Background: an optimization exercise with open tools, aiming at small area and a short achievable clock period. Do not read the settings as production practice.
No run shown here included a check of the RTL's function; only the layout flow was run.
Power and IR drop assume default switching activity.

## flow/design.v (module list and top-level ports; edited modules follow where they fit)
// module DSP48A1_simplified: 1088 lines
// module dsp_fa: 4 lines
// module dsp_ha: 4 lines
module DSP48A1_simplified (P, A, B, D, C, clk, rst_n);
  // ...
==> flow/run.sh <==
#!/bin/bash
# synth_recipe.tcl (not shown) runs the flow's synth.tcl, then flattens the netlist and writes it again
# the make line also repeats each setting of config.mk as NAME=value (left out here)
make -C /OpenROAD-flow-scripts/flow DESIGN_CONFIG=/design/flow/config.mk WORK_HOME=/design/flow/orfs CLKGATE_MAP_FILE= SYNTH_SCRIPT=/design/flow/synth_recipe.tcl finish
==> flow/config.mk <==
export PLATFORM = sky130hd
export DESIGN_NAME = DSP48A1_simplified
export DESIGN_NICKNAME = DSP48A1_simplified
export VERILOG_FILES = /design/flow/design.v
export SDC_FILE = /design/flow/constraint.sdc
export NUM_CORES = 4
export LEC_CHECK = 0
export CAP_MARGIN = 20
export CORE_MARGIN = 2
export CORE_UTILIZATION = 40
export SLEW_MARGIN = 20
export SYNTH_HIERARCHICAL = 1
==> flow/constraint.sdc <==
create_clock -name core_clock -period 6.5 [get_ports {clk}]
set_input_delay 1.3000 -clock core_clock [delete_from_list [all_inputs] [get_ports {clk}]]
set_output_delay 1.3000 -clock core_clock [all_outputs]
set_load 0.01 [all_outputs]
==> impl_results.md, run 1 <==
- Final clock-cell share: 5.24%
- Peak VDD IR: 257 uV
- End of the worst hold path: B2[0]$_DFF_P_
- Seq cells post-synth: 266
- Top cells by area, synth: dfxtp_1 31%, fa_1 21%, xnor2_1 10%, ha_1 7.0%, a22oi_1 6.8%
- Ys async rst share: 0%
- Final WS setup: 2.58 ns
- Die H: 211 um
- Post-route cell area: 0.0200 sq mm
- Multiplexer share of the synthesized area: 0.642%
- Clk_skew: 0.0125 ns
- Post-Place Worst Slack: 2.41 ns
- Largest regs: C_r: 48 flops, P: 48 flops, S: 19 flops
- Biggest Area Class: multi-input combinational cells
- Signal buf overhead: 8.20%
- Initial antenna violation count: 0
- Worst R2R End: P[38]$_SDFF_PN0_
- Run status: timing/DRC/antenna clean
- Max_slew headroom: 31.2%
- Placed Area: 0.0190 sq mm
- Placed instance count: 2228
- Worst Setup SP: R0_5$_DFF_P_
- Reg-to-reg slack, setup: 2.58 ns
- Io pins: 152
- Largest net degree at the start of global routing: 140
- Int Pwr: 0.00654 W
- Combinational Power Share: 62.9%
- Syn Area/Cell: 10.4 sq um
- Initial Util: 40.7%
- Die W: 211 um
- Largest family of logic cells by synthesized area: adder cells
- CTS max path bufs: 3
==> inputs of run 2 (changes only) <==
--- a/flow/design.v
+++ b/flow/design.v
@@ -508,16 +508,84 @@
   wire ms263;
   wire mc264;
   wire ms265;
   wire mc266;
   wire ms267;
   wire mc268;
   wire ms269;
   wire mc270;
+  wire ms271;
+  wire mc272;
+  wire ms273;
+  wire mc274;
+  wire ms275;
+  wire mc276;
+  wire ms277;
+  wire mc278;
+  wire ms279;
+  wire mc280;
+  wire ms281;
+  wire mc282;
+  wire ms283;
+  wire mc284;
+  wire ms285;
+  wire mc286;
+  wire ms287;
+  wire mc288;
+  wire ms289;
+  wire mc290;
+  wire ms291;
+  wire mc292;
+  wire ms293;
+  wire mc294;
+  wire ms295;
+  wire mc296;
+  wire ms297;
+  wire mc298;
+  wire ms299;
+  wire mc300;
+  wire ms301;
+  wire mc302;
+  wire ms303;
+  wire mc304;
+  wire ms305;
+  wire mc306;
+  wire ms307;
+  wire mc308;
+  wire ms309;
+  wire mc310;
+  wire ms311;
+  wire mc312;
+  wire ms313;
+  wire mc314;
+  wire ms315;
+  wire mc316;
+  wire ms317;
+  wire mc318;
+  wire ms319;
+  wire mc320;
+  wire ms321;
+  wire mc322;
+  wire ms323;
+  wire mc324;
+  wire ms325;
+  wire mc326;
+  wire ms327;
+  wire mc328;
+  wire ms329;
+  wire mc330;
+  wire ms331;
+  wire mc332;
+  wire ms333;
+  wire mc334;
+  wire ms335;
+  wire mc336;
+  wire ms337;
+  wire mc338;
   dsp_ha u_ms1 (.a(pp_0_16), .b(pp_1_14), .s(ms1), .co(mc2));
   dsp_ha u_ms3 (.a(pp_0_17), .b(pp_1_15), .s(ms3), .co(mc4));
   dsp_fa u_ms5 (.a(pp_0_18), .b(pp_1_16), .c(pp_2_14), .s(ms5), .co(mc6));
   dsp_fa u_ms7 (.a(~BN[0]), .b(pp_1_17), .c(pp_2_15), .s(ms7), .co(mc8));
   dsp_ha u_ms9 (.a(pp_3_13), .b(pp_4_11), .s(ms9), .co(mc10));
   dsp_fa u_ms11 (.a(pp_1_18), .b(pp_2_16), .c(pp_3_14), .s(ms11), .co(mc12));
   dsp_ha u_ms13 (.a(pp_4_12), .b(pp_5_10), .s(ms13), .co(mc14));
   dsp_fa u_ms15 (.a(~BN[1]), .b(pp_2_17), .c(pp_3_15), .s(ms15), .co(mc16));
@@ -650,298 +718,202 @@
   dsp_fa u_ms255 (.a(ms189), .b(ms191), .c(mc186), .s(ms255), .co(mc256));
   dsp_fa u_ms257 (.a(ms193), .b(ms195), .c(mc190), .s(ms257), .co(mc258));
   dsp_fa u_ms259 (.a(ms197), .b(ms199), .c(mc194), .s(ms259), .co(mc260));
   dsp_fa u_ms261 (.a(ms201), .b(ms203), .c(mc198), .s(ms261), .co(mc262));
   dsp_fa u_ms263 (.a(pp_9_13), .b(ms205), .c(mc202), .s(ms263), .co(mc264));
   dsp_fa u_ms265 (.a(pp_9_14), .b(ms207), .c(mc206), .s(ms265), .co(mc266));
   dsp_fa u_ms267 (.a(~BN[7]), .b(pp_8_17), .c(pp_9_15), .s(ms267), .co(mc268));
   dsp_ha u_ms269 (.a(pp_8_18), .b(pp_9_16), .s(ms269), .co(mc270));
+  dsp_ha u_ms271 (.a(pp_0_2), .b(pp_1_0), .s(ms271), .co(mc272));
+  dsp_ha u_ms273 (.a(pp_0_3), .b(pp_1_1), .s(ms273), .co(mc274));
+  dsp_fa u_ms275 (.a(pp_2_0), .b(BN[2]), .c(ms209), .s(ms275), .co(mc276));
+  dsp_fa u_ms277 (.a(pp_2_1), .b(ms211), .c(mc210), .s(ms277), .co(mc278));
+  dsp_fa u_ms279 (.a(ms109), .b(ms213), .c(mc212), .s(ms279), .co(mc280));
+  dsp_fa u_ms281 (.a(mc110), .b(ms215), .c(mc214), .s(ms281), .co(mc282));
+  dsp_fa u_ms283 (.a(mc112), .b(ms217), .c(mc216), .s(ms283), .co(mc284));
+  dsp_fa u_ms285 (.a(mc116), .b(ms219), .c(mc218), .s(ms285), .co(mc286));
+  dsp_fa u_ms287 (.a(mc120), .b(ms221), .c(mc220), .s(ms287), .co(mc288));
+  dsp_fa u_ms289 (.a(mc124), .b(ms223), .c(mc222), .s(ms289), .co(mc290));
+  dsp_fa u_ms291 (.a(mc128), .b(ms225), .c(mc224), .s(ms291), .co(mc292));
+  dsp_fa u_ms293 (.a(mc132), .b(ms227), .c(mc226), .s(ms293), .co(mc294));
+  dsp_fa u_ms295 (.a(mc136), .b(ms229), .c(mc228), .s(ms295), .co(mc296));
+  dsp_fa u_ms297 (.a(mc140), .b(ms231), .c(mc230), .s(ms297), .co(mc298));
+  dsp_fa u_ms299 (.a(mc144), .b(ms233), .c(mc232), .s(ms299), .co(mc300));
+  dsp_fa u_ms301 (.a(mc148), .b(ms235), .c(mc234), .s(ms301), .co(mc302));
+  dsp_fa u_ms303 (.a(mc152), .b(ms237), .c(mc236), .s(ms303), .co(mc304));
+  dsp_fa u_ms305 (.a(mc156), .b(ms239), .c(mc238), .s(ms305), .co(mc306));
+  dsp_fa u_ms307 (.a(mc160), .b(ms241), .c(mc240), .s(ms307), .co(mc308));
+  dsp_fa u_ms309 (.a(mc164), .b(ms243), .c(mc242), .s(ms309), .co(mc310));
+  dsp_fa u_ms311 (.a(mc168), .b(ms245), .c(mc244), .s(ms311), .co(mc312));
+  dsp_fa u_ms313 (.a(mc172), .b(ms247), .c(mc246), .s(ms313), .co(mc314));
+  dsp_fa u_ms315 (.a(mc176), .b(ms249), .c(mc248), .s(ms315), .co(mc316));
+  dsp_fa u_ms317 (.a(mc180), .b(ms251), .c(mc250), .s(ms317), .co(mc318));
+  dsp_fa u_ms319 (.a(mc184), .b(ms253), .c(mc252), .s(ms319), .co(mc320));
+  dsp_fa u_ms321 (.a(mc188), .b(ms255), .c(mc254), .s(ms321), .co(mc322));
+  dsp_fa u_ms323 (.a(mc192), .b(ms257), .c(mc256), .s(ms323), .co(mc324));
+  dsp_fa u_ms325 (.a(mc196), .b(ms259), .c(mc258), .s(ms325), .co(mc326));
+  dsp_fa u_ms327 (.a(mc200), .b(ms261), .c(mc260), .s(ms327), .co(mc328));
+  dsp_fa u_ms329 (.a(mc204), .b(ms263), .c(mc262), .s(ms329), .co(mc330));
+  assign ms331 = ~(ms265 ^ mc264);
+  assign mc332 = ms265 | mc264;
+  dsp_fa u_ms333 (.a(mc208), .b(ms267), .c(mc266), .s(ms333), .co(mc334));
+  assign ms335 = ~(ms269 ^ mc268);
+  assign mc336 = ms269 | mc268;
+  dsp_fa u_ms337 (.a(~BN[8]), .b(pp_9_17), .c(mc270), .s(ms337), .co(mc338));
   reg [47:0] C_r;
   always @(posedge clk) C_r <= C - (48'd1 << 36);   
   reg R0_0;
   reg R1_0;
   reg R0_1;
   reg R0_2;
   reg R1_2;
-  reg R2_2;
   reg R0_3;
   reg R1_3;
   reg R0_4;
   reg R1_4;
-  reg R2_4;
   reg R0_5;
   reg R1_5;
-  reg R2_5;
   reg R0_6;
   reg R1_6;
-  reg R2_6;
   reg R0_7;
   reg R1_7;
-  reg R2_7;
   reg R0_8;
   reg R1_8;
-  reg R2_8;
   reg R0_9;
   reg R1_9;
-  reg R2_9;
   reg R0_10;
   reg R1_10;
-  reg R2_10;
   reg R0_11;
   reg R1_11;
-  reg R2_11;
   reg R0_12;
   reg R1_12;
-  reg R2_12;
   reg R0_13;
   reg R1_13;
-  reg R2_13;
   reg R0_14;
   reg R1_14;
-  reg R2_14;
   reg R0_15;
   reg R1_15;
-  reg R2_15;
   reg R0_16;
   reg R1_16;
-  reg R2_16;
   reg R0_17;
   reg R1_17;
-  reg R2_17;
   reg R0_18;
   reg R1_18;
-  reg R2_18;
   reg R0_19;
   reg R1_19;
-  reg R2_19;
   reg R0_20;
   reg R1_20;
-  reg R2_20;
   reg R0_21;
   reg R1_21;
-  reg R2_21;
   reg R0_22;
   reg R1_22;
-  reg R2_22;
   reg R0_23;
   reg R1_23;
-  reg R2_23;
   reg R0_24;
   reg R1_24;
-  reg R2_24;
   reg R0_25;
   reg R1_25;
-  reg R2_25;
   reg R0_26;
   reg R1_26;
-  reg R2_26;
   reg R0_27;
   reg R1_27;
-  reg R2_27;
   reg R0_28;
   reg R1_28;
-  reg R2_28;
   reg R0_29;
   reg R1_29;
-  reg R2_29;
   reg R0_30;
   reg R1_30;
-  reg R2_30;
   reg R0_31;
   reg R1_31;
-  reg R2_31;
   reg R0_32;
   reg R1_32;
-  reg R2_32;
   reg R0_33;
   reg R1_33;
-  reg R2_33;
   reg R0_34;
   reg R1_34;
-  reg R2_34;
   reg R0_35;
   reg R1_35;
-  reg R2_35;
   reg R0_36;
+  reg R1_36;
   always @(posedge clk) begin
     R0_0 <= rst_n & pp_0_0;
     R1_0 <= rst_n & BN[0];
     R0_1 <= rst_n & pp_0_1;
-    R0_2 <= rst_n & pp_0_2;
-    R1_2 <= rst_n & pp_1_0;
-    R2_2 <= rst_n & BN[1];
-    R0_3 <= rst_n & pp_0_3;
-    R1_3 <= rst_n & pp_1_1;
-    R0_4 <= rst_n & pp_2_0;
-    R1_4 <= rst_n & BN[2];
-    R2_4 <= rst_n & ms209;
-    R0_5 <= rst_n & pp_2_1;
-    R1_5 <= rst_n & ms211;
-    R2_5 <= rst_n & mc210;
-    R0_6 <= rst_n & ms109;
-    R1_6 <= rst_n & ms213;
-    R2_6 <= rst_n & mc212;
-    R0_7 <= rst_n & mc110;
-    R1_7 <= rst_n & ms215;
-    R2_7 <= rst_n & mc214;
-    R0_8 <= rst_n & mc112;
-    R1_8 <= rst_n & ms217;
-    R2_8 <= rst_n & mc216;
-    R0_9 <= rst_n & mc116;
-    R1_9 <= rst_n & ms219;
-    R2_9 <= rst_n & mc218;
-    R0_10 <= rst_n & mc120;
-    R1_10 <= rst_n & ms221;
-    R2_10 <= rst_n & mc220;
-    R0_11 <= rst_n & mc124;
-    R1_11 <= rst_n & ms223;
-    R2_11 <= rst_n & mc222;
-    R0_12 <= rst_n & mc128;
-    R1_12 <= rst_n & ms225;
-    R2_12 <= rst_n & mc224;
-    R0_13 <= rst_n & mc132;
-    R1_13 <= rst_n & ms227;
-    R2_13 <= rst_n & mc226;
-    R0_14 <= rst_n & mc136;
-    R1_14 <= rst_n & ms229;
-    R2_14 <= rst_n & mc228;
-    R0_15 <= rst_n & mc140;
-    R1_15 <= rst_n & ms231;
-    R2_15 <= rst_n & mc230;
-    R0_16 <= rst_n & mc144;
-    R1_16 <= rst_n & ms233;
-    R2_16 <= rst_n & mc232;
-    R0_17 <= rst_n & mc148;
-    R1_17 <= rst_n & ms235;
-    R2_17 <= rst_n & mc234;
-    R0_18 <= rst_n & mc152;
-    R1_18 <= rst_n & ms237;
-    R2_18 <= rst_n & mc236;
-    R0_19 <= rst_n & mc156;
-    R1_19 <= rst_n & ms239;
-    R2_19 <= rst_n & mc238;
-    R0_20 <= rst_n & mc160;
-    R1_20 <= rst_n & ms241;
-    R2_20 <= rst_n & mc240;
-    R0_21 <= rst_n & mc164;
-    R1_21 <= rst_n & ms243;
-    R2_21 <= rst_n & mc242;
-    R0_22 <= rst_n & mc168;
-    R1_22 <= rst_n & ms245;
-    R2_22 <= rst_n & mc244;
-    R0_23 <= rst_n & mc172;
-    R1_23 <= rst_n & ms247;
-    R2_23 <= rst_n & mc246;
-    R0_24 <= rst_n & mc176;
-    R1_24 <= rst_n & ms249;
-    R2_24 <= rst_n & mc248;
-    R0_25 <= rst_n & mc180;
-    R1_25 <= rst_n & ms251;
-    R2_25 <= rst_n & mc250;
-    R0_26 <= rst_n & mc184;
-    R1_26 <= rst_n & ms253;
-    R2_26 <= rst_n & mc252;
-    R0_27 <= rst_n & mc188;
-    R1_27 <= rst_n & ms255;
-    R2_27 <= rst_n & mc254;
-    R0_28 <= rst_n & mc192;
-    R1_28 <= rst_n & ms257;
-    R2_28 <= rst_n & mc256;
-    R0_29 <= rst_n & mc196;
-    R1_29 <= rst_n & ms259;
-    R2_29 <= rst_n & mc258;
-    R0_30 <= rst_n & mc200;
-    R1_30 <= rst_n & ms261;
-    R2_30 <= rst_n & mc260;
-    R0_31 <= rst_n & mc204;
-    R1_31 <= rst_n & ms263;
-    R2_31 <= rst_n & mc262;
-    R0_32 <= rst_n & 1'b1;
-    R1_32 <= rst_n & ms265;
-    R2_32 <= rst_n & mc264;
-    R0_33 <= rst_n & mc208;
-    R1_33 <= rst_n & ms267;
-    R2_33 <= rst_n & mc266;
-    R0_34 <= rst_n & 1'b1;
-    R1_34 <= rst_n & ms269;
-    R2_34 <= rst_n & mc268;
-    R0_35 <= rst_n & ~BN[8];
-    R1_35 <= rst_n & pp_9_17;
-    R2_35 <= rst_n & mc270;
+    R0_2 <= rst_n & BN[1];
+    R1_2 <= rst_n & ms271;
+    R0_3 <= rst_n & ms273;
+    R1_3 <= rst_n & mc272;
+    R0_4 <= rst_n & ms275;
+    R1_4 <= rst_n & mc274;
+    R0_5 <= rst_n & ms277;
+    R1_5 <= rst_n & mc276;
+    R0_6 <= rst_n & ms279;
+    R1_6 <= rst_n & mc278;
+    R0_7 <= rst_n & ms281;
+    R1_7 <= rst_n & mc280;
+    R0_8 <= rst_n & ms283;
+    R1_8 <= rst_n & mc282;
+    R0_9 <= rst_n & ms285;
+    R1_9 <= rst_n & mc284;
+    R0_10 <= rst_n & ms287;
+    R1_10 <= rst_n & mc286;
+    R0_11 <= rst_n & ms289;
+    R1_11 <= rst_n & mc288;
+    R0_12 <= rst_n & ms291;
+    R1_12 <= rst_n & mc290;
+    R0_13 <= rst_n & ms293;
+    R1_13 <= rst_n & mc292;
+    R0_14 <= rst_n & ms295;
+    R1_14 <= rst_n & mc294;
+    R0_15 <= rst_n & ms297;
+    R1_15 <= rst_n & mc296;
+    R0_16 <= rst_n & ms299;
+    R1_16 <= rst_n & mc298;
+    R0_17 <= rst_n & ms301;
+    R1_17 <= rst_n & mc300;
+    R0_18 <= rst_n & ms303;
+    R1_18 <= rst_n & mc302;
+    R0_19 <= rst_n & ms305;
+    R1_19 <= rst_n & mc304;
+    R0_20 <= rst_n & ms307;
+    R1_20 <= rst_n & mc306;
+    R0_21 <= rst_n & ms309;
+    R1_21 <= rst_n & mc308;
+    R0_22 <= rst_n & ms311;
+    R1_22 <= rst_n & mc310;
+    R0_23 <= rst_n & ms313;
+    R1_23 <= rst_n & mc312;
+    R0_24 <= rst_n & ms315;
+    R1_24 <= rst_n & mc314;
+    R0_25 <= rst_n & ms317;
+    R1_25 <= rst_n & mc316;
+    R0_26 <= rst_n & ms319;
+    R1_26 <= rst_n & mc318;
+    R0_27 <= rst_n & ms321;
+    R1_27 <= rst_n & mc320;
+    R0_28 <= rst_n & ms323;
+    R1_28 <= rst_n & mc322;
+    R0_29 <= rst_n & ms325;
+    R1_29 <= rst_n & mc324;
+    R0_30 <= rst_n & ms327;
+    R1_30 <= rst_n & mc326;
+    R0_31 <= rst_n & ms329;
+    R1_31 <= rst_n & mc328;
+    R0_32 <= rst_n & ms331;
+    R1_32 <= rst_n & mc330;
+    R0_33 <= rst_n & ms333;
+    R1_33 <= rst_n & mc332;
+    R0_34 <= rst_n & ms335;
+    R1_34 <= rst_n & mc334;
+    R0_35 <= rst_n & ms337;
+    R1_35 <= rst_n & mc336;
     R0_36 <= ~rst_n | pp_9_18;   
+    R1_36 <= rst_n & mc338;
   end
-  wire fs271;
-  wire fc272;
-  wire fs273;
-  wire fc274;
-  wire fs275;
-  wire fc276;
-  wire fs277;
-  wire fc278;
-  wire fs279;
-  wire fc280;
-  wire fs281;
-  wire fc282;
-  wire fs283;
-  wire fc284;
-  wire fs285;
-  wire fc286;
-  wire fs287;
-  wire fc288;
-  wire fs289;
-  wire fc290;
-  wire fs291;
-  wire fc292;
-  wire fs293;
-  wire fc294;
-  wire fs295;
-  wire fc296;
-  wire fs297;
-  wire fc298;
-  wire fs299;
-  wire fc300;
-  wire fs301;
-  wire fc302;
-  wire fs303;
-  wire fc304;
-  wire fs305;
-  wire fc306;
-  wire fs307;
-  wire fc308;
-  wire fs309;
-  wire fc310;
-  wire fs311;
-  wire fc312;
-  wire fs313;
-  wire fc314;
-  wire fs315;
-  wire fc316;
-  wire fs317;
-  wire fc318;
-  wire fs319;
-  wire fc320;
-  wire fs321;
-  wire fc322;
-  wire fs323;
-  wire fc324;
-  wire fs325;
-  wire fc326;
-  wire fs327;
-  wire fc328;
-  wire fs329;
-  wire fc330;
-  wire fs331;
-  wire fc332;
-  wire fs333;
-  wire fc334;
-  wire fs335;
-  wire fc336;
-  wire fs337;
-  wire fc338;
   wire fs339;
   wire fc340;
   wire fs341;
   wire fc342;
   wire fs343;
   wire fc344;
   wire fs345;
   wire fc346;
@@ -1006,87 +978,53 @@
   wire fs405;
   wire fc406;
   wire fs407;
   wire fc408;
   wire fs409;
   wire fc410;
   wire fs411;
   wire fc412;
-  dsp_ha u_fs271 (.a(R0_2), .b(R1_2), .s(fs271), .co(fc272));
-  dsp_ha u_fs273 (.a(R0_3), .b(R1_3), .s(fs273), .co(fc274));
-  dsp_fa u_fs275 (.a(R0_4), .b(R1_4), .c(R2_4), .s(fs275), .co(fc276));
-  dsp_fa u_fs277 (.a(R0_5), .b(R1_5), .c(R2_5), .s(fs277), .co(fc278));
-  dsp_fa u_fs279 (.a(R0_6), .b(R1_6), .c(R2_6), .s(fs279), .co(fc280));
-  dsp_fa u_fs281 (.a(R0_7), .b(R1_7), .c(R2_7), .s(fs281), .co(fc282));
-  dsp_fa u_fs283 (.a(R0_8), .b(R1_8), .c(R2_8), .s(fs283), .co(fc284));
-  dsp_fa u_fs285 (.a(R0_9), .b(R1_9), .c(R2_9), .s(fs285), .co(fc286));
-  dsp_fa u_fs287 (.a(R0_10), .b(R1_10), .c(R2_10), .s(fs287), .co(fc288));
-  dsp_fa u_fs289 (.a(R0_11), .b(R1_11), .c(R2_11), .s(fs289), .co(fc290));
-  dsp_fa u_fs291 (.a(R0_12), .b(R1_12), .c(R2_12), .s(fs291), .co(fc292));
-  dsp_fa u_fs293 (.a(R0_13), .b(R1_13), .c(R2_13), .s(fs293), .co(fc294));
-  dsp_fa u_fs295 (.a(R0_14), .b(R1_14), .c(R2_14), .s(fs295), .co(fc296));
-  dsp_fa u_fs297 (.a(R0_15), .b(R1_15), .c(R2_15), .s(fs297), .co(fc298));
-  dsp_fa u_fs299 (.a(R0_16), .b(R1_16), .c(R2_16), .s(fs299), .co(fc300));
-  dsp_fa u_fs301 (.a(R0_17), .b(R1_17), .c(R2_17), .s(fs301), .co(fc302));
-  dsp_fa u_fs303 (.a(R0_18), .b(R1_18), .c(R2_18), .s(fs303), .co(fc304));
-  dsp_fa u_fs305 (.a(R0_19), .b(R1_19), .c(R2_19), .s(fs305), .co(fc306));
-  dsp_fa u_fs307 (.a(R0_20), .b(R1_20), .c(R2_20), .s(fs307), .co(fc308));
-  dsp_fa u_fs309 (.a(R0_21), .b(R1_21), .c(R2_21), .s(fs309), .co(fc310));
-  dsp_fa u_fs311 (.a(R0_22), .b(R1_22), .c(R2_22), .s(fs311), .co(fc312));
-  dsp_fa u_fs313 (.a(R0_23), .b(R1_23), .c(R2_23), .s(fs313), .co(fc314));
-  dsp_fa u_fs315 (.a(R0_24), .b(R1_24), .c(R2_24), .s(fs315), .co(fc316));
-  dsp_fa u_fs317 (.a(R0_25), .b(R1_25), .c(R2_25), .s(fs317), .co(fc318));
-  dsp_fa u_fs319 (.a(R0_26), .b(R1_26), .c(R2_26), .s(fs319), .co(fc320));
-  dsp_fa u_fs321 (.a(R0_27), .b(R1_27), .c(R2_27), .s(fs321), .co(fc322));
-  dsp_fa u_fs323 (.a(R0_28), .b(R1_28), .c(R2_28), .s(fs323), .co(fc324));
-  dsp_fa u_fs325 (.a(R0_29), .b(R1_29), .c(R2_29), .s(fs325), .co(fc326));
-  dsp_fa u_fs327 (.a(R0_30), .b(R1_30), .c(R2_30), .s(fs327), .co(fc328));
-  dsp_fa u_fs329 (.a(R0_31), .b(R1_31), .c(R2_31), .s(fs329), .co(fc330));
-  dsp_fa u_fs331 (.a(R0_32), .b(R1_32), .c(R2_32), .s(fs331), .co(fc332));
-  dsp_fa u_fs333 (.a(R0_33), .b(R1_33), .c(R2_33), .s(fs333), .co(fc334));
-  dsp_fa u_fs335 (.a(R0_34), .b(R1_34), .c(R2_34), .s(fs335), .co(fc336));
-  dsp_fa u_fs337 (.a(R0_35), .b(R1_35), .c(R2_35), .s(fs337), .co(fc338));
   dsp_ha u_fs339 (.a(R0_0), .b(R1_0), .s(fs339), .co(fc340));
   dsp_ha u_fs341 (.a(R0_1), .b(C_r[1]), .s(fs341), .co(fc342));
-  dsp_fa u_fs343 (.a(R2_2), .b(C_r[2]), .c(fs271), .s(fs343), .co(fc344));
-  dsp_fa u_fs345 (.a(C_r[3]), .b(fs273), .c(fc272), .s(fs345), .co(fc346));
-  dsp_fa u_fs347 (.a(C_r[4]), .b(fs275), .c(fc274), .s(fs347), .co(fc348));
-  dsp_fa u_fs349 (.a(C_r[5]), .b(fs277), .c(fc276), .s(fs349), .co(fc350));
-  dsp_fa u_fs351 (.a(C_r[6]), .b(fs279), .c(fc278), .s(fs351), .co(fc352));
-  dsp_fa u_fs353 (.a(C_r[7]), .b(fs281), .c(fc280), .s(fs353), .co(fc354));
-  dsp_fa u_fs355 (.a(C_r[8]), .b(fs283), .c(fc282), .s(fs355), .co(fc356));
-  dsp_fa u_fs357 (.a(C_r[9]), .b(fs285), .c(fc284), .s(fs357), .co(fc358));
-  dsp_fa u_fs359 (.a(C_r[10]), .b(fs287), .c(fc286), .s(fs359), .co(fc360));
-  dsp_fa u_fs361 (.a(C_r[11]), .b(fs289), .c(fc288), .s(fs361), .co(fc362));
-  dsp_fa u_fs363 (.a(C_r[12]), .b(fs291), .c(fc290), .s(fs363), .co(fc364));
-  dsp_fa u_fs365 (.a(C_r[13]), .b(fs293), .c(fc292), .s(fs365), .co(fc366));
-  dsp_fa u_fs367 (.a(C_r[14]), .b(fs295), .c(fc294), .s(fs367), .co(fc368));
-  dsp_fa u_fs369 (.a(C_r[15]), .b(fs297), .c(fc296), .s(fs369), .co(fc370));
-  dsp_fa u_fs371 (.a(C_r[16]), .b(fs299), .c(fc298), .s(fs371), .co(fc372));
-  dsp_fa u_fs373 (.a(C_r[17]), .b(fs301), .c(fc300), .s(fs373), .co(fc374));
-  dsp_fa u_fs375 (.a(C_r[18]), .b(fs303), .c(fc302), .s(fs375), .co(fc376));
-  dsp_fa u_fs377 (.a(C_r[19]), .b(fs305), .c(fc304), .s(fs377), .co(fc378));
-  dsp_fa u_fs379 (.a(C_r[20]), .b(fs307), .c(fc306), .s(fs379), .co(fc380));
-  dsp_fa u_fs381 (.a(C_r[21]), .b(fs309), .c(fc308), .s(fs381), .co(fc382));
-  dsp_fa u_fs383 (.a(C_r[22]), .b(fs311), .c(fc310), .s(fs383), .co(fc384));
-  dsp_fa u_fs385 (.a(C_r[23]), .b(fs313), .c(fc312), .s(fs385), .co(fc386));
-  dsp_fa u_fs387 (.a(C_r[24]), .b(fs315), .c(fc314), .s(fs387), .co(fc388));
-  dsp_fa u_fs389 (.a(C_r[25]), .b(fs317), .c(fc316), .s(fs389), .co(fc390));
-  dsp_fa u_fs391 (.a(C_r[26]), .b(fs319), .c(fc318), .s(fs391), .co(fc392));
-  dsp_fa u_fs393 (.a(C_r[27]), .b(fs321), .c(fc320), .s(fs393), .co(fc394));
-  dsp_fa u_fs395 (.a(C_r[28]), .b(fs323), .c(fc322), .s(fs395), .co(fc396));
-  dsp_fa u_fs397 (.a(C_r[29]), .b(fs325), .c(fc324), .s(fs397), .co(fc398));
-  dsp_fa u_fs399 (.a(C_r[30]), .b(fs327), .c(fc326), .s(fs399), .co(fc400));
-  dsp_fa u_fs401 (.a(C_r[31]), .b(fs329), .c(fc328), .s(fs401), .co(fc402));
-  dsp_fa u_fs403 (.a(C_r[32]), .b(fs331), .c(fc330), .s(fs403), .co(fc404));
-  dsp_fa u_fs405 (.a(C_r[33]), .b(fs333), .c(fc332), .s(fs405), .co(fc406));
-  dsp_fa u_fs407 (.a(C_r[34]), .b(fs335), .c(fc334), .s(fs407), .co(fc408));
-  dsp_fa u_fs409 (.a(C_r[35]), .b(fs337), .c(fc336), .s(fs409), .co(fc410));
-  dsp_fa u_fs411 (.a(R0_36), .b(C_r[36]), .c(fc338), .s(fs411), .co(fc412));
+  dsp_fa u_fs343 (.a(R0_2), .b(R1_2), .c(C_r[2]), .s(fs343), .co(fc344));
+  dsp_fa u_fs345 (.a(R0_3), .b(R1_3), .c(C_r[3]), .s(fs345), .co(fc346));
+  dsp_fa u_fs347 (.a(R0_4), .b(R1_4), .c(C_r[4]), .s(fs347), .co(fc348));
+  dsp_fa u_fs349 (.a(R0_5), .b(R1_5), .c(C_r[5]), .s(fs349), .co(fc350));
+  dsp_fa u_fs351 (.a(R0_6), .b(R1_6), .c(C_r[6]), .s(fs351), .co(fc352));
+  dsp_fa u_fs353 (.a(R0_7), .b(R1_7), .c(C_r[7]), .s(fs353), .co(fc354));
+  dsp_fa u_fs355 (.a(R0_8), .b(R1_8), .c(C_r[8]), .s(fs355), .co(fc356));
+  dsp_fa u_fs357 (.a(R0_9), .b(R1_9), .c(C_r[9]), .s(fs357), .co(fc358));
+  dsp_fa u_fs359 (.a(R0_10), .b(R1_10), .c(C_r[10]), .s(fs359), .co(fc360));
+  dsp_fa u_fs361 (.a(R0_11), .b(R1_11), .c(C_r[11]), .s(fs361), .co(fc362));
+  dsp_fa u_fs363 (.a(R0_12), .b(R1_12), .c(C_r[12]), .s(fs363), .co(fc364));
+  dsp_fa u_fs365 (.a(R0_13), .b(R1_13), .c(C_r[13]), .s(fs365), .co(fc366));
+  dsp_fa u_fs367 (.a(R0_14), .b(R1_14), .c(C_r[14]), .s(fs367), .co(fc368));
+  dsp_fa u_fs369 (.a(R0_15), .b(R1_15), .c(C_r[15]), .s(fs369), .co(fc370));
+  dsp_fa u_fs371 (.a(R0_16), .b(R1_16), .c(C_r[16]), .s(fs371), .co(fc372));
+  dsp_fa u_fs373 (.a(R0_17), .b(R1_17), .c(C_r[17]), .s(fs373), .co(fc374));
+  dsp_fa u_fs375 (.a(R0_18), .b(R1_18), .c(C_r[18]), .s(fs375), .co(fc376));
+  dsp_fa u_fs377 (.a(R0_19), .b(R1_19), .c(C_r[19]), .s(fs377), .co(fc378));
+  dsp_fa u_fs379 (.a(R0_20), .b(R1_20), .c(C_r[20]), .s(fs379), .co(fc380));
+  dsp_fa u_fs381 (.a(R0_21), .b(R1_21), .c(C_r[21]), .s(fs381), .co(fc382));
+  dsp_fa u_fs383 (.a(R0_22), .b(R1_22), .c(C_r[22]), .s(fs383), .co(fc384));
+  dsp_fa u_fs385 (.a(R0_23), .b(R1_23), .c(C_r[23]), .s(fs385), .co(fc386));
+  dsp_fa u_fs387 (.a(R0_24), .b(R1_24), .c(C_r[24]), .s(fs387), .co(fc388));
+  dsp_fa u_fs389 (.a(R0_25), .b(R1_25), .c(C_r[25]), .s(fs389), .co(fc390));
+  dsp_fa u_fs391 (.a(R0_26), .b(R1_26), .c(C_r[26]), .s(fs391), .co(fc392));
+  dsp_fa u_fs393 (.a(R0_27), .b(R1_27), .c(C_r[27]), .s(fs393), .co(fc394));
+  dsp_fa u_fs395 (.a(R0_28), .b(R1_28), .c(C_r[28]), .s(fs395), .co(fc396));
+  dsp_fa u_fs397 (.a(R0_29), .b(R1_29), .c(C_r[29]), .s(fs397), .co(fc398));
+  dsp_fa u_fs399 (.a(R0_30), .b(R1_30), .c(C_r[30]), .s(fs399), .co(fc400));
+  dsp_fa u_fs401 (.a(R0_31), .b(R1_31), .c(C_r[31]), .s(fs401), .co(fc402));
+  dsp_fa u_fs403 (.a(R0_32), .b(R1_32), .c(C_r[32]), .s(fs403), .co(fc404));
+  dsp_fa u_fs405 (.a(R0_33), .b(R1_33), .c(C_r[33]), .s(fs405), .co(fc406));
+  dsp_fa u_fs407 (.a(R0_34), .b(R1_34), .c(C_r[34]), .s(fs407), .co(fc408));
+  dsp_fa u_fs409 (.a(R0_35), .b(R1_35), .c(C_r[35]), .s(fs409), .co(fc410));
+  dsp_fa u_fs411 (.a(R0_36), .b(R1_36), .c(C_r[36]), .s(fs411), .co(fc412));
   wire [47:0] xa = {C_r[47], C_r[46], C_r[45], C_r[44], C_r[43], C_r[42], C_r[41], C_r[40], C_r[39], C_r[38], C_r[37], fs411, fs409, fs407, fs405, fs403, fs401, fs399, fs397, fs395, fs393, fs391, fs389, fs387, fs385, fs383, fs381, fs379, fs377, fs375, fs373, fs371, fs369, fs367, fs365, fs363, fs361, fs359, fs357, fs355, fs353, fs351, fs349, fs347, fs345, fs343, fs341, C_r[0]};
   wire [47:0] xb = {1'b0, 1'b0, 1'b0, 1'b0, 1'b0, 1'b0, 1'b0, 1'b0, 1'b0, 1'b0, fc412, fc410, fc408, fc406, fc404, fc402, fc400, fc398, fc396, fc394, fc392, fc390, fc388, fc386, fc384, fc382, fc380, fc378, fc376, fc374, fc372, fc370, fc368, fc366, fc364, fc362, fc360, fc358, fc356, fc354, fc352, fc350, fc348, fc346, fc344, fc342, fc340, fs339};
   always @(posedge clk) P <= rst_n ? xa + xb : 48'd0;
 endmodule
 module dsp_fa (input a, input b, input c, output s, output co);
   assign s = a ^ b ^ c;
   assign co = (a & b) | (a & c) | (b & c);
 endmodule
==> flow/config.mk (replaced) <==
export PLATFORM = sky130hd
export DESIGN_NAME = DSP48A1_simplified
export DESIGN_NICKNAME = DSP48A1_simplified
export VERILOG_FILES = /design/flow/design.v
export SDC_FILE = /design/flow/constraint.sdc
export NUM_CORES = 4
export LEC_CHECK = 0
export CAP_MARGIN = 20
export CORE_MARGIN = 2
export CORE_UTILIZATION = 40
export SETUP_SLACK_MARGIN = 3.5
export SLEW_MARGIN = 20
export SYNTH_HIERARCHICAL = 1
==> run 2 against run 1 <==
Via count is 7.8% higher. Flip-flop and latch count decreased by 31. Total power increased by 7.8%. Critical path type unchanged. Critical endpoint is now R0_19$_DFF_P_.
==> impl_results.md, run 2 <==
- Top-area cell type share of the netlist area: 28.2% (was 31.0%)
- Commonest non-fill, non-tap cells in the layout: 188 x dfxtp_1, 183 x xnor2_1, 138 x clkdlybuf4s50_1 (was 266 x dfxtp_1, 199 x xnor2_1, 176 x fa_1)
- Least-Margin Pin Slew: 0.744 ns (was 1.03 ns)
- CP Launch Type: flop (unchanged)
- Post-Route WL: 47600 um (was 42100 um)
- CP max stage delay: 0.56 ns (about the same)
- Placed instance count: 2240 (was 2228)
- Setup_tns: 0 ns (unchanged)
- Worst-path fanout max: 7 (was 5)
- Endpoint class of the critical path: flop (unchanged)
- CP Data Arrival Time: 3.93 ns (was 4.36 ns)
- Period Utilization, post-route: 53.5% (was 60.3%)
- Most common cell in the synthesized netlist: dfxtp_1 (unchanged)
- Initial antenna violation count: 0 (unchanged)
- Utilization after layout: 53.9% (was 47.6%)
- Endpoints failing hold: 0 (unchanged)
- Final Max Slew Viols: 0 (unchanged)
- Seq cells post-synth: 235 (was 266)
- Final Wtd Congestion: 0.862 (was 0.867)
- DRT iter0 DRCs: 856 (was 871)
- Die W: 208 um (was 211 um)
- Post-route cell area: 0.0221 sq mm (was 0.0200 sq mm)
- # H-tree levels: 1 (unchanged)
- CTS max path bufs: 3 (unchanged)
- TritonCTS clock tree: done (unchanged)
- Max_slew headroom: 50.4% (was 31.2%)
- Clk Latency, worst-skew pair: 0.56 ns (was 0.55 ns)
- DRT antenna net count: 0 (unchanged)
- Io pins: 152 (unchanged)
- Post-DP HPWL: 31500 um (was 30000 um)
- Yosys warns: 7 (unchanged)
- Wirelength per Cell: 19.7 um (was 18.4 um)
- EDFF count, synth: 0 (unchanged)
- Top cells by count, synth: 235 x dfxtp_1, 198 x xnor2_1, 174 x fa_1 (was 266 x dfxtp_1, 199 x xnor2_1, 176 x fa_1)
- Post-synthesis cell type with the largest combined area: dfxtp_1 (unchanged)
- Ys async rst share: 0% (unchanged)
- CP required: 6.95 ns (was 6.94 ns)
- Most used DFF post-synth: dfxtp_1 (unchanged)
- Drt pass-1 iters: 5 (unchanged)
- Largest regs: C_r: 48 flops, P: 48 flops, S: 19 flops (unchanged)
- Critical-path cell list: buf_12 > a22oi_2 > xnor2_2 > fa_1 > fa_2 > fa_2 > fa_2 > fa_2 > and2_1 (was fa_1 > fa_1 > ha_1 > a21o_1 > a221o_1 > o211ai_1 > nand3_1 > a21oi_2 > o211ai_2 > xor2_1 > and2_1)
- First-pass GRT wire length: 73700 um (was 66000 um)
- DIE AREA: 0.0433 sq mm (was 0.0446 sq mm)
- RSZ-0062 raised after global routing: true (was false)
- Total GRT Usage: 21.3% (was 18.7%)
- Crit-path most repeated cell: fa_2 (was fa_1)
- Post-Place Worst Slack: 2.35 ns (was 2.41 ns)
- Grt ovf: 0 (unchanged)
- CTS clk-pin slew, worst paths: 0.06 ns (about the same)
- Largest net degree at the start of global routing: 94 (was 140)
- Die H: 208 um (was 211 um)
- Post-Synthesis Cells: 1681 (was 1648)
- Rows: 74 (was 75)
- Vias per inst: 5.37 (was 5.28)
- Syn Area/Cell: 9.91 sq um (was 10.4 sq um)
- Worst path slowest cell: fa_2 (was fa_1)
- Commonest non-fill, non-tap cell in the layout: dfxtp_1 (unchanged)
- Area growth syn-to-layout: 32.5% (was 16.8%)
- CTS Root Cell: clkbuf_16 (unchanged)
- Run status: timing/DRC/antenna clean (unchanged)
- Vias in the first global route: 13300 (was 12400)
- Seq/Total Area, Yosys: 28.2% (was 31.0%)
- CTS Hold Bufs: 0 (unchanged)
- Placed Area: 0.0186 sq mm (was 0.0190 sq mm)
- Share of layout cells above drive strength 1: 24.0% (was 4.71%)
- Final WS setup: 3.02 ns (was 2.58 ns)
- Total CTS buffers: 27 (was 29)
- Clk_skew: 0.0229 ns (was 0.0125 ns)
- Final Non-Filler Cells: 2414 (was 2281)
- Max Cap Violations: 0 (unchanged)
- Floorplan core area: 0.0409 sq mm (was 0.0421 sq mm)
- Initial Util: 40.7% (about the same)
- Inserted Diodes: 0 (unchanged)
- Fmax: 288 MHz (was 255 MHz)
- Setup CP Type: reg2reg (unchanged)
- Top cells by area, synth: dfxtp_1 28%, fa_1 21%, xnor2_1 10%, ha_1 7.4%, a22oi_1 6.9% (was dfxtp_1 31%, fa_1 21%, xnor2_1 10%, ha_1 7.0%, a22oi_1 6.8%)
- Final nets: 2238 (was 2096)
- Routed via count: 13000 (was 12000)
- Peak VDD IR: 302 uV (was 257 uV)
- Hold Path Class: reg2reg (unchanged)
- Pwr dens: 553 mW/mm^2 (was 565 mW/mm^2)
- Syn Nets: 2057 (was 2024)
- IO Port Bufs: 151 (unchanged)
- Cell Area, Synth: 0.0167 sq mm (was 0.0172 sq mm)
- Fin crit period: 3.48 ns (was 3.92 ns)
- Library cells used by synthesis: 59 (was 57)
- LEAKAGE: 8.69 nW (was 8.13 nW)
- DRC: 0 (unchanged)
- Clk sinks: 235 (was 266)
- Setup violations, final: 0 (unchanged)
==> run 2: cell count changes in the layout (fill, tap and decap cells not counted), moves of 49 or more <==
cell,previous run,this run
dfxtp_1,266,188
and2_1,158,85
buf_4,19,87
nor2_1,43,104
fa_1,176,126
a22oi_1,155,106
==> run 2: worst max-delay path: cells and delay by family (launching register included) <==
kind	cells	cell delay, ns
DFF	1	0.35
and+or+nand+nor	1	0.14
adders and majority gates	5	2.47
buffers and inverters	1	0.14
AOI/OAI and AO/OA	1	0.18
xor gates and xnor gates	1	0.10
==> run 2: where the power goes <==
| part | internal [W] | switching [W] |
|---|---|---|
| clock network | 0.000950 | 0.000599 |
| logic | 0.00422 | 0.00428 |
| registers | 0.00186 | 0.000298 |
==> run 2: metal layers <==
metal,GRT usage (%),wire length (um),up-vias
met3,3.79,3260,108
li1,-,-,6097
met1,28.5,20700,6277
met5,0,0,-
met4,8.29,1730,0
met2,34.3,21900,493
==> run 2: layout make-up <==
| class | count | area, sq um |
|---|---|---|
| Sequential cell | 235 | 4850 |
| Clock inverter | 15 | 199 |
| Timing Repair Buffer | 288 | 2890 |
| Fill cell | 3657 | 18900 |
| Tap cell | 532 | 666 |
| Clock buffer | 34 | 722 |
| Inverter | 55 | 210 |
| Multi-Input combinational cell | 1255 | 12500 |
==> run 2: per-module statistics from Yosys (local to each module, per instance) <==
module              area (sq um)  cells inside  times used
DSP48A1_simplified         12900          1484           1
dsp_ha                      12.5             1          25
dsp_fa                      20.0             1         172
==> run 2: final timing paths <==
check | startpoint | endpoint | slack (ns) | cells past startpoint
setup / recovery | A_r[16]$_DFF_P_ | R0_19$_DFF_P_ | 3.02 | 9
hold / removal | S[0]$_DFF_P_ | B2[0]$_DFF_P_ | 0.41 | 1
setup reg to reg | A_r[16]$_DFF_P_ | R0_19$_DFF_P_ | 3.02 | 9
hold reg to reg | S[0]$_DFF_P_ | B2[0]$_DFF_P_ | 0.41 | 1
==> run 2: repair_timing <==
action,4_1_cts,5_1_grt
setup endpoints to repair,81,75
cloned,3,0
hold endpoints to repair,0,0
resized for setup,301,90
pin swaps,126,92
setup buffers,99,23
==> run 2: per-stage QoR <==
stage	hold WS (ns)	total power [W]
floorplan	0.384	0.00737
global placement	0.399	0.00920
detailed placement	0.420	0.00942
CTS	0.420	0.0119
global route	0.467	0.0134
finish	0.414	0.0122
==> run 2: cells by family after synthesis <==
logic type | after synthesis | synth area share, %
flip-flops | 235 | 28.2
AO/OA/AOI/OAI | 358 | 15.1
multiplexers | 10 | 0.601
buffers and inverters | 192 | 4.42
AND/OR/NAND/NOR | 390 | 11.6
adder cells (fa/ha/maj) | 272 | 28.3
XOR/XNOR | 224 | 11.8

## port drivers added, routing unchanged
How much do the figures lean on ideal ports? The routed layouts below were timed once more, with nothing changed but the port constraints.
Step 1: set_driving_cell puts a clkbuf_16 on clk and a buf_2 on each other input, an assumption about the parent block.
Step 2 moves the port delays by t, midway between the first and last clock arrival at a register: inputs arrive t later, outputs are due t later. That takes back most of the time a late clock gives input paths.
a / b / c = ideal / step 1 / step 2; a / b = the first two.
run	t (ns)	slack for setup (ns)	latest minus earliest clock arrival (ns)
run 1	0.599	2.581 / 2.581 / 2.337	0.013 / 0.013
run 2	0.593	3.025 / 3.025 / 2.782	0.024 / 0.025
After both steps setup and hold are still met in every run listed. The setup slack of run 1, which loses most, moves by 0.000 ns with the drivers and by -0.244 ns with both steps.
